What follows belongs to an exercise in optimizing a design on an open flow for small area, a short achievable clock period and few clock cycles per item; a production flow would make more cautious choices. No activity file was given, so power comes from the tool's default toggle rates.

==> flow/design.v <==
module non_restoring_divider #(
    parameter DATA_WIDTH = 32
) (
    input  logic                    clk_i,
    input  logic                    clk_en_i,
    input  logic                    rst_n_i,
    input  logic [DATA_WIDTH - 1:0] dividend_i,
    input  logic [DATA_WIDTH - 1:0] divisor_i,
    input  logic                    data_valid_i,
    output logic [DATA_WIDTH - 1:0] quotient_o,
    output logic [DATA_WIDTH - 1:0] remainder_o,
    output logic                    divide_by_zero_o,
    output logic                    data_valid_o,
    output logic                    idle_o
);
    logic [31:0] divisor_q, rem_q, quo_q;
    logic [4:0]  cnt_q;
    logic        busy_q, valid_q, dbz_q;
    logic        shift16, shift8;
    logic [63:0] half, init;
    assign shift16 = |divisor_i[31:16];
    assign shift8  = shift16 ? |divisor_i[31:24] : |divisor_i[15:8];
    assign half    = shift16 ? {16'b0, dividend_i, 16'b0} : {32'b0, dividend_i};
    assign init    = shift8 ? {half[55:0], 8'b0} : half;
    logic [32:0] trial;
    logic [32:0] diff;
    logic        borrow;
    assign trial = {rem_q, quo_q[31]};
    assign {borrow, diff} = {1'b0, trial} - {2'b00, divisor_q};
    logic start;
    assign start = !busy_q && data_valid_i;
    always_ff @(posedge clk_i) begin
        if (!rst_n_i) begin
            busy_q  <= 1'b0;
            valid_q <= 1'b0;
        end else if (clk_en_i) begin
            valid_q <= busy_q && (cnt_q == 5'd0);
            if (busy_q)
                busy_q <= (cnt_q != 5'd0);
            else
                busy_q <= data_valid_i;
        end
    end
    always_ff @(posedge clk_i) begin
        if (clk_en_i) begin
            if (!busy_q) begin
                divisor_q      <= divisor_i;
                {rem_q, quo_q} <= init;
                cnt_q          <= {~shift16, ~shift8, 3'b111};
                dbz_q          <= (divisor_i == 32'b0);
            end else if (busy_q) begin
                rem_q <= borrow ? trial[31:0] : diff[31:0];
                quo_q <= {quo_q[30:0], !borrow};
                cnt_q <= cnt_q - 5'd1;
            end
        end
    end
    assign quotient_o       = quo_q;
    assign remainder_o      = rem_q;
    assign divide_by_zero_o = dbz_q;
    assign data_valid_o     = valid_q;
    assign idle_o           = !busy_q;
endmodule
clock: 6.0 ns
lec_check: 0
cap_margin: 20
core_margin: 2
core_utilization: 40
cts_buf_list: sky130_fd_sc_hd__clkbuf_8
setup_slack_margin: 2.7
slew_margin: 20
standard.sh (not shown) runs the stock make flow with config.mk's settings and CLKGATE_MAP_FILE= SYNTH_SCRIPT=/design/flow/synth_recipe.tcl, a recipe that flattens the netlist after the stock synthesis.
==> flow/flow/run.sh <==
#!/bin/bash
# Standard ORFS layout (the standard.sh), with small buffers on the
# ports instead of the default delay-cell buffers (repair may still upsize
# them). ORFS writes each step's log under orfs/logs; make's own output goes
# to standard.log here.
set -euo pipefail
export BUFFER_PORTS_ARGS="-buffer_cell sky130_fd_sc_hd__buf_1"

bash standard.sh > standard.log 2>&1
The starting point finished clean.
Next try:
--- a/flow/design.v
+++ b/flow/design.v
@@ -17,17 +17,37 @@
     logic [4:0]  cnt_q;
     logic        busy_q, valid_q, dbz_q;
-    logic        shift16, shift8;
-    logic [63:0] half, init;
-    assign shift16 = |divisor_i[31:16];
-    assign shift8  = shift16 ? |divisor_i[31:24] : |divisor_i[15:8];
-    assign half    = shift16 ? {16'b0, dividend_i, 16'b0} : {32'b0, dividend_i};
-    assign init    = shift8 ? {half[55:0], 8'b0} : half;
+    logic [1:0] skip;
+    always_comb begin
+        if      (|divisor_i[31:24]) skip = 2'd3;
+        else if (|divisor_i[23:16]) skip = 2'd2;
+        else if (|divisor_i[15:8])  skip = 2'd1;
+        else                        skip = 2'd0;
+    end
+    logic [63:0] init;
+    assign init = {32'b0, dividend_i} << {skip, 3'b000};
     logic [32:0] trial;
-    logic [32:0] diff;
+    logic [33:0] g, p, gc, pc;
+    logic [31:0] rem_step;
     logic        borrow;
     assign trial = {rem_q, quo_q[31]};
-    assign {borrow, diff} = {1'b0, trial} - {2'b00, divisor_q};
-    logic start;
-    assign start = !busy_q && data_valid_i;
+    always_comb begin
+        g[0] = 1'b1;
+        p[0] = 1'b0;
+        for (int i = 0; i < 33; i++) begin
+            g[i+1] = trial[i] & ~((i < 32) ? divisor_q[i % 32] : 1'b0);
+            p[i+1] = ~(trial[i] ^ ((i < 32) ? divisor_q[i % 32] : 1'b0));
+        end
+        gc = g;
+        pc = p;
+        for (int l = 0; l < 6; l++)
+            for (int i = 0; i < 34; i++)
+                if ((i >> l) & 1) begin
+                    gc[i] = gc[i] | (pc[i] & gc[((i >> l) << l) - 1]);
+                    pc[i] = pc[i] & pc[((i >> l) << l) - 1];
+                end
+        borrow = ~gc[33];
+        for (int i = 0; i < 32; i++)
+            rem_step[i] = borrow ? trial[i] : (gc[i] ? ~p[i+1] : p[i+1]);
+    end
     always_ff @(posedge clk_i) begin
         if (!rst_n_i) begin
@@ -47,8 +67,8 @@
                 divisor_q      <= divisor_i;
                 {rem_q, quo_q} <= init;
-                cnt_q          <= {~shift16, ~shift8, 3'b111};
+                cnt_q          <= {~skip, 3'b111};
                 dbz_q          <= (divisor_i == 32'b0);
             end else if (busy_q) begin
-                rem_q <= borrow ? trial[31:0] : diff[31:0];
+                rem_q <= rem_step;
                 quo_q <= {quo_q[30:0], !borrow};
                 cnt_q <= cnt_q - 5'd1;
Setup slack is better by 0.048 ns. Sequential power hardly moves. Sequential cell count does not change. Routed wire length came out lower by 6.4%. Hold slack stays flat. Sequential share of layout area came out higher by 0.65 points. Design area came out lower by 1.7%. Via count came out lower by 4.9%.
No run of this note included a check of the RTL's function; only the layout flow was run.

* * *

non_restoring_divider, a different RTL version from the one above (not shown whole).
Size in the first run: ~630 cells after synthesis, roughly 110 flip-flops, about 140 I/O pins, about 0.0065 mm2 of cells after synthesis.
==> module non_restoring_divider, before the edit <==
module non_restoring_divider #(
    parameter DATA_WIDTH = 32
) (
    input  logic                    clk_i,
    input  logic                    clk_en_i,
    input  logic                    rst_n_i,
    input  logic [DATA_WIDTH - 1:0] dividend_i,
    input  logic [DATA_WIDTH - 1:0] divisor_i,
    input  logic                    data_valid_i,
    output logic [DATA_WIDTH - 1:0] quotient_o,
    output logic [DATA_WIDTH - 1:0] remainder_o,
    output logic                    divide_by_zero_o,
    output logic                    data_valid_o,
    output logic                    idle_o
);
    logic [31:0] divisor_q, rem_q, quo_q;
    logic [4:0]  cnt_q;
    logic        busy_q, idle_q, valid_q, dbz_q;
    logic [1:0] skip;
    always_comb begin
        if      (|divisor_i[31:24]) skip = 2'd3;
        else if (|divisor_i[23:16]) skip = 2'd2;
        else if (|divisor_i[15:8])  skip = 2'd1;
        else                        skip = 2'd0;
    end
    logic [63:0] init;
    assign init = {32'b0, dividend_i} << {skip, 3'b000};
    logic [32:0] trial;
    logic [32:0] diff;
    logic        borrow;
    assign trial = {rem_q, quo_q[31]};
    assign {borrow, diff} = {1'b0, trial} - {2'b00, divisor_q};
    always_ff @(posedge clk_i) begin
        if (!rst_n_i) begin
            busy_q  <= 1'b0;
            idle_q  <= 1'b1;
            valid_q <= 1'b0;
        end else if (clk_en_i) begin
            valid_q <= busy_q && (cnt_q == 5'd0);
            if (busy_q) begin
                busy_q <= (cnt_q != 5'd0);
                idle_q <= (cnt_q == 5'd0);
            end else begin
                busy_q <= data_valid_i;
                idle_q <= !data_valid_i;
            end
        end
    end
    always_ff @(posedge clk_i) begin
        if (clk_en_i) begin
            if (!busy_q) begin
                divisor_q      <= divisor_i;
                {rem_q, quo_q} <= init;
                cnt_q          <= {~skip, 3'b111};
                dbz_q          <= (divisor_i == 32'b0);
            end else if (busy_q) begin
                rem_q <= borrow ? trial[31:0] : diff[31:0];
                quo_q <= {quo_q[30:0], !borrow};
                cnt_q <= cnt_q - 5'd1;
            end
        end
    end
    assign quotient_o       = quo_q;
    assign remainder_o      = rem_q;
    assign divide_by_zero_o = dbz_q;
    assign data_valid_o     = valid_q;
    assign idle_o           = idle_q;   
endmodule
export LEC_CHECK = 0
export CAP_MARGIN = 20
export CORE_MARGIN = 2
export CORE_UTILIZATION = 40
export SETUP_SLACK_MARGIN = 2.8
export SLEW_MARGIN = 20
create_clock -name core_clock -period 6.0 [get_ports {clk_i}]
==> flow/flow/run.sh <==
#!/bin/bash
# Standard ORFS layout, but with small buffers on the ports instead of the
# default delay-cell buffers (repair may still upsize them).
set -euo pipefail
export BUFFER_PORTS_ARGS="-buffer_cell sky130_fd_sc_hd__buf_1"
bash standard.sh > standard.log 2>&1
Rerun with:
--- a/flow/design.v
+++ b/flow/design.v
@@ -45,19 +45,25 @@
                 idle_q <= !data_valid_i;
             end
         end
     end
+    logic [31:0] rem_keep, rem_sub, rem_nxt;
+    logic        qbit_keep, qbit_sub;
+    assign rem_keep  = busy_q ? trial[31:0] : init[63:32];
+    assign rem_sub   = busy_q ? diff[31:0]  : init[63:32];
+    assign rem_nxt   = borrow ? rem_keep : rem_sub;
+    assign qbit_keep = busy_q ? 1'b0 : init[0];
+    assign qbit_sub  = busy_q ? 1'b1 : init[0];
     always_ff @(posedge clk_i) begin
         if (clk_en_i) begin
+            rem_q <= rem_nxt;
+            quo_q <= busy_q ? {quo_q[30:0], borrow ? qbit_keep : qbit_sub} : init[31:0];
             if (!busy_q) begin
-                divisor_q      <= divisor_i;
-                {rem_q, quo_q} <= init;
-                cnt_q          <= {~skip, 3'b111};
-                dbz_q          <= (divisor_i == 32'b0);
-            end else if (busy_q) begin
-                rem_q <= borrow ? trial[31:0] : diff[31:0];
-                quo_q <= {quo_q[30:0], !borrow};
-                cnt_q <= cnt_q - 5'd1;
+                divisor_q <= divisor_i;
+                cnt_q     <= {~skip, 3'b111};
+                dbz_q     <= (divisor_i == 32'b0);
+            end else begin
+                cnt_q     <= cnt_q - 5'd1;
             end
         end
     end
     assign quotient_o       = quo_q;
The changed run produced a clean layout.
Core utilization fell by 0.25 points.
Total power barely changes.
Die area rose by 0.95%.
Final area is about the same.
Via count rose by 1.2%.
Hold slack is better by 8.0 ps.
Register-to-register slack stays flat.
Function was not checked in any run of this note: the RTL went through the layout flow alone.

* * *

Setup of old:
non_restoring_divider, a different RTL version from the one above (not shown whole).
Size: about 630 cells after synthesis, ~100 flip-flops, ~140 I/O pins, ~6400 sq um of cells after synthesis.
==> module non_restoring_divider, before the edit <==
module non_restoring_divider #(
    parameter DATA_WIDTH = 32
) (
    input  logic                    clk_i,
    input  logic                    clk_en_i,
    input  logic                    rst_n_i,
    input  logic [DATA_WIDTH - 1:0] dividend_i,
    input  logic [DATA_WIDTH - 1:0] divisor_i,
    input  logic                    data_valid_i,
    output logic [DATA_WIDTH - 1:0] quotient_o,
    output logic [DATA_WIDTH - 1:0] remainder_o,
    output logic                    divide_by_zero_o,
    output logic                    data_valid_o,
    output logic                    idle_o
);
    logic [31:0] divisor_q, rem_q, quo_q;
    logic [4:0]  cnt_q;
    logic        busy_q, valid_q, dbz_q;
    logic [1:0] skip;
    always_comb begin
        if      (|divisor_i[31:24]) skip = 2'd3;
        else if (|divisor_i[23:16]) skip = 2'd2;
        else if (|divisor_i[15:8])  skip = 2'd1;
        else                        skip = 2'd0;
    end
    logic [63:0] init;
    assign init = {32'b0, dividend_i} << {skip, 3'b000};
    logic [32:0] trial;
    logic [32:0] diff;
    logic        borrow;
    assign trial = {rem_q, quo_q[31]};
    logic [33:0] g, p, gp, pp;
    always_comb begin
        g[0] = 1'b1;
        p[0] = 1'b0;
        for (int i = 0; i < 33; i++) begin
            g[i+1] = trial[i] & ~((i < 32) ? divisor_q[i % 32] : 1'b0);
            p[i+1] = ~(trial[i] ^ ((i < 32) ? divisor_q[i % 32] : 1'b0));
        end
        gp = g;
        pp = p;
        for (int l = 0; l < 6; l++) begin
            for (int i = 0; i < 34; i++) begin
                if ((i >> l) & 1) begin
                    gp[i] = gp[i] | (pp[i] & gp[((i >> l) << l) - 1]);
                    pp[i] = pp[i] & pp[((i >> l) << l) - 1];
                end
            end
        end
        for (int i = 0; i < 33; i++)
            diff[i] = p[i+1] ^ gp[i];
        borrow = ~gp[33];
    end
    logic start;
    assign start = !busy_q && data_valid_i;
    always_ff @(posedge clk_i) begin
        if (!rst_n_i) begin
            busy_q  <= 1'b0;
            valid_q <= 1'b0;
        end else if (clk_en_i) begin
            valid_q <= busy_q && (cnt_q == 5'd0);
            if (busy_q)
                busy_q <= (cnt_q != 5'd0);
            else
                busy_q <= data_valid_i;
        end
    end
    always_ff @(posedge clk_i) begin
        if (clk_en_i) begin
            if (!busy_q) begin
                divisor_q      <= divisor_i;
                {rem_q, quo_q} <= init;
                cnt_q          <= {~skip, 3'b111};
                dbz_q          <= (divisor_i == 32'b0);
            end else if (busy_q) begin
                rem_q <= borrow ? trial[31:0] : diff[31:0];
                quo_q <= {quo_q[30:0], !borrow};
                cnt_q <= cnt_q - 5'd1;
            end
        end
    end
    assign quotient_o       = quo_q;
    assign remainder_o      = rem_q;
    assign divide_by_zero_o = dbz_q;
    assign data_valid_o     = valid_q;
    assign idle_o           = !busy_q;
endmodule
Settings: LEC_CHECK=0, CAP_MARGIN=20, CORE_MARGIN=2, CORE_UTILIZATION=40, SETUP_SLACK_MARGIN=2.5, SLEW_MARGIN=20; clock period 6.0 ns.
Scripts as last shown in full above: flow/flow/run.sh
old: done, clean on timing, DRC and antenna
Changes in new relative to old:
==> flow/design.v <==
module non_restoring_divider #(
    parameter DATA_WIDTH = 32
) (
    input  logic                    clk_i,
    input  logic                    clk_en_i,
    input  logic                    rst_n_i,
    input  logic [DATA_WIDTH - 1:0] dividend_i,
    input  logic [DATA_WIDTH - 1:0] divisor_i,
    input  logic                    data_valid_i,
    output logic [DATA_WIDTH - 1:0] quotient_o,
    output logic [DATA_WIDTH - 1:0] remainder_o,
    output logic                    divide_by_zero_o,
    output logic                    data_valid_o,
    output logic                    idle_o
);
    logic [31:0] divisor_q, rem_q, quo_q;
    logic [4:0]  cnt_q;
    logic        busy_q, idle_q, valid_q, dbz_q;
    logic [1:0] skip;
    always_comb begin
        if      (|divisor_i[31:24]) skip = 2'd3;
        else if (|divisor_i[23:16]) skip = 2'd2;
        else if (|divisor_i[15:8])  skip = 2'd1;
        else                        skip = 2'd0;
    end
    logic [63:0] init;
    assign init = {32'b0, dividend_i} << {skip, 3'b000};
    logic [32:0] trial;
    logic [32:0] diff;
    logic        borrow;
    assign trial = {rem_q, quo_q[31]};
    assign {borrow, diff} = {1'b0, trial} - {2'b00, divisor_q};
    always_ff @(posedge clk_i) begin
        if (!rst_n_i) begin
            busy_q  <= 1'b0;
            idle_q  <= 1'b1;
            valid_q <= 1'b0;
        end else if (clk_en_i) begin
            valid_q <= busy_q && (cnt_q == 5'd0);
            if (busy_q) begin
                busy_q <= (cnt_q != 5'd0);
                idle_q <= (cnt_q == 5'd0);
            end else begin
                busy_q <= data_valid_i;
                idle_q <= !data_valid_i;
            end
        end
    end
    always_ff @(posedge clk_i) begin
        if (clk_en_i) begin
            if (!busy_q) begin
                divisor_q      <= divisor_i;
                {rem_q, quo_q} <= init;
                cnt_q          <= {~skip, 3'b111};
                dbz_q          <= (divisor_i == 32'b0);
            end else if (busy_q) begin
                rem_q <= borrow ? trial[31:0] : diff[31:0];
                quo_q <= {quo_q[30:0], !borrow};
                cnt_q <= cnt_q - 5'd1;
            end
        end
    end
    assign quotient_o       = quo_q;
    assign remainder_o      = rem_q;
    assign divide_by_zero_o = dbz_q;
    assign data_valid_o     = valid_q;
    assign idle_o           = idle_q;   
endmodule
| reported leakage power | new vs old | better |
The sequential share of layout area on old is in line with that on new.
Compared with old, new shows a lower layout inverter count without the clock tree.
new completed every stage of the flow, and the final layout passed the timing, DRC and antenna checks.
Largest cell class by area: multi-input combinational cells -> new, registers -> old
Via count of the first global-routing pass up 6.1% in new wrt old
As of new, routed wire length had risen by a few percent compared to old.
Die width (new vs. old) increases slightly
Diff old -> new: layout clock buffer count went down 1, layout sequential cell count grew by 1.
No functional check of the RTL was part of any run of this note.

* * *

Another version of the RTL of non_restoring_divider (not shown whole).
For scale: ~640 cells after synthesis, roughly 100 flip-flops, ~140 I/O pins, about 6500 um^2 of cells after synthesis.
==> module non_restoring_divider, before the edit <==
module non_restoring_divider #(
    parameter DATA_WIDTH = 32
) (
    input  logic                    clk_i,
    input  logic                    clk_en_i,
    input  logic                    rst_n_i,
    input  logic [DATA_WIDTH - 1:0] dividend_i,
    input  logic [DATA_WIDTH - 1:0] divisor_i,
    input  logic                    data_valid_i,
    output logic [DATA_WIDTH - 1:0] quotient_o,
    output logic [DATA_WIDTH - 1:0] remainder_o,
    output logic                    divide_by_zero_o,
    output logic                    data_valid_o,
    output logic                    idle_o
);
    logic [31:0] divisor_q, rem_q, quo_q;
    logic [4:0]  cnt_q;
    logic        busy_q, valid_q, dbz_q;
    logic [1:0] skip;
    always_comb begin
        if      (|divisor_i[31:24]) skip = 2'd3;
        else if (|divisor_i[23:16]) skip = 2'd2;
        else if (|divisor_i[15:8])  skip = 2'd1;
        else                        skip = 2'd0;
    end
    logic [63:0] init;
    assign init = {32'b0, dividend_i} << {skip, 3'b000};
    logic [32:0] trial;
    logic [32:0] diff;
    logic        borrow;
    assign trial = {rem_q, quo_q[31]};
    logic [33:0] g, p, gc, pc;
    logic [32:0] dv;
    assign dv = {1'b0, divisor_q};
    always_comb begin
        g[0] = 1'b1;
        p[0] = 1'b0;
        for (int i = 0; i < 33; i++) begin
            g[i+1] = trial[i] & ~dv[i];
            p[i+1] = ~(trial[i] ^ dv[i]);
        end
        gc = g;
        pc = p;
        for (int l = 0; l < 6; l++)
            for (int i = 0; i < 34; i++)
                if (((i + 1) % (2 << l)) == 0) begin
                    gc[i] = gc[i] | (pc[i] & gc[i - (1 << l)]);
                    pc[i] = pc[i] & pc[i - (1 << l)];
                end
        for (int l = 4; l >= 0; l--)
            for (int i = 0; i < 34; i++)
                if (((i + 1) % (2 << l)) == (1 << l) && i >= (2 << l)) begin
                    gc[i] = gc[i] | (pc[i] & gc[i - (1 << l)]);
                    pc[i] = pc[i] & pc[i - (1 << l)];
                end
        for (int i = 0; i < 33; i++)
            diff[i] = p[i+1] ^ gc[i];
        borrow = ~gc[33];
    end
    logic start;
    assign start = !busy_q && data_valid_i;
    always_ff @(posedge clk_i) begin
        if (!rst_n_i) begin
            busy_q  <= 1'b0;
            valid_q <= 1'b0;
        end else if (clk_en_i) begin
            valid_q <= busy_q && (cnt_q == 5'd0);
            if (busy_q)
                busy_q <= (cnt_q != 5'd0);
            else
                busy_q <= data_valid_i;
        end
    end
    always_ff @(posedge clk_i) begin
        if (clk_en_i) begin
            if (!busy_q) begin
                divisor_q      <= divisor_i;
                {rem_q, quo_q} <= init;
                cnt_q          <= {~skip, 3'b111};
                dbz_q          <= (divisor_i == 32'b0);
            end else if (busy_q) begin
                rem_q <= borrow ? trial[31:0] : diff[31:0];
                quo_q <= {quo_q[30:0], !borrow};
                cnt_q <= cnt_q - 5'd1;
            end
        end
    end
    assign quotient_o       = quo_q;
    assign remainder_o      = rem_q;
    assign divide_by_zero_o = dbz_q;
    assign data_valid_o     = valid_q;
    assign idle_o           = !busy_q;
endmodule
Settings: LEC_CHECK=0, CAP_MARGIN=20, CORE_MARGIN=2, CORE_UTILIZATION=40, CTS_BUF_LIST=sky130_fd_sc_hd__clkbuf_8, SETUP_SLACK_MARGIN=2.7, SLEW_MARGIN=20; clock period 6.0 ns.
==> flow/flow/run.sh <==
#!/bin/bash
# Standard ORFS layout (the standard.sh), with small buffers on the
# ports instead of the default delay-cell buffers (repair may still upsize
# them). ORFS writes each step's log under orfs/logs; make's own output goes
# to standard.log here.
set -euo pipefail
export BUFFER_PORTS_ARGS="-buffer_cell sky130_fd_sc_hd__buf_1"

bash standard.sh > standard.log 2>&1
Rerun with:
==> flow/design.v (replaced) <==
module non_restoring_divider #(
    parameter DATA_WIDTH = 32
) (
    input  logic                    clk_i,
    input  logic                    clk_en_i,
    input  logic                    rst_n_i,
    input  logic [DATA_WIDTH - 1:0] dividend_i,
    input  logic [DATA_WIDTH - 1:0] divisor_i,
    input  logic                    data_valid_i,
    output logic [DATA_WIDTH - 1:0] quotient_o,
    output logic [DATA_WIDTH - 1:0] remainder_o,
    output logic                    divide_by_zero_o,
    output logic                    data_valid_o,
    output logic                    idle_o
);
    logic [31:0] divisor_q, rem_q, quo_q;
    logic [4:0]  cnt_q;
    logic        busy_q, idle_q, valid_q, dbz_q;
    logic [2:0] skip;
    always_comb begin
        skip = 3'd0;
        for (int k = 1; k < 8; k++)
            if (|divisor_i[4*k +: 4]) skip = 3'(k);
    end
    logic [63:0] init;
    assign init = {32'b0, dividend_i} << {skip, 2'b00};
    logic [32:0] trial;
    logic [32:0] diff;
    logic        borrow;
    assign trial = {rem_q, quo_q[31]};
    assign {borrow, diff} = {1'b0, trial} - {2'b00, divisor_q};
    always_ff @(posedge clk_i) begin
        if (!rst_n_i) begin
            busy_q  <= 1'b0;
            idle_q  <= 1'b1;
            valid_q <= 1'b0;
        end else if (clk_en_i) begin
            valid_q <= busy_q && (cnt_q == 5'd0);
            if (busy_q) begin
                busy_q <= (cnt_q != 5'd0);
                idle_q <= (cnt_q == 5'd0);
            end else begin
                busy_q <= data_valid_i;
                idle_q <= !data_valid_i;
            end
        end
    end
    always_ff @(posedge clk_i) begin
        if (clk_en_i) begin
            if (!busy_q) begin
                divisor_q      <= divisor_i;
                {rem_q, quo_q} <= init;
                cnt_q          <= {~skip, 2'b11};
                dbz_q          <= (divisor_i == 32'b0);
            end else if (busy_q) begin
                rem_q <= borrow ? trial[31:0] : diff[31:0];
                quo_q <= {quo_q[30:0], !borrow};
                cnt_q <= cnt_q - 5'd1;
            end
        end
    end
    assign quotient_o       = quo_q;
    assign remainder_o      = rem_q;
    assign divide_by_zero_o = dbz_q;
    assign data_valid_o     = valid_q;
    assign idle_o           = idle_q;   
endmodule
Effect:
- die area rises by roughly a tenth
- setup slack loses 0.0050 ns
- sequential share of layout area falls by 3.3 points
- utilization falls by 1.3 points
- wire length rises by about a fifth
- maximum frequency barely changes
- global-route usage rises by 0.74 points
- power rises by a few percent
No functional check of the RTL was part of any run of this note.

==> static timing again, ports no longer ideal <==
How much do the figures lean on ideal ports? The routed layouts below were timed once more, with nothing changed but the port constraints. Step 1 (the two cells are an assumption about what drives the block):
set clk [get_ports {clk_i}]
set_driving_cell -lib_cell sky130_fd_sc_hd__clkbuf_16 $clk
set_driving_cell -lib_cell sky130_fd_sc_hd__buf_2 [delete_from_list [all_inputs] $clk]
Step 2 adds t to the input delays and takes it off the output delays; t is the mean of the earliest and latest rising clock arrival at the registers after step 1. Input paths then give back, and output paths get back, about the clock's delay inside the block. Three values: ideal, step 1, step 2; two values: the first two.
run | shift t [ns] | setup slack, ns | worst setup path after step 2
the first run of note 1 | 0.431 | 2.766 / 2.766 / 2.518 | input to register
the second run of note 1 | 0.430 | 2.813 / 2.823 / 2.394 | input to register
the first run of note 2 | 0.396 | 2.817 / 2.837 / 2.442 | input to register
the second run of note 2 | 0.401 | 2.827 / 2.842 / 2.447 | input to register
old | 0.389 | 2.595 / 2.595 / 2.258 | input to register
new | 0.405 | 2.614 / 2.614 / 2.310 | input to register
the first run of note 4 | 0.428 | 2.747 / 2.761 / 2.333 | input to register
the second run of note 4 | 0.440 | 2.742 / 2.766 / 2.326 | input to register
After both steps setup and hold are still met in every run listed. For the second run of note 1, which loses most, drivers alone change the setup slack by +0.010 ns; drivers and shift together by -0.419 ns.
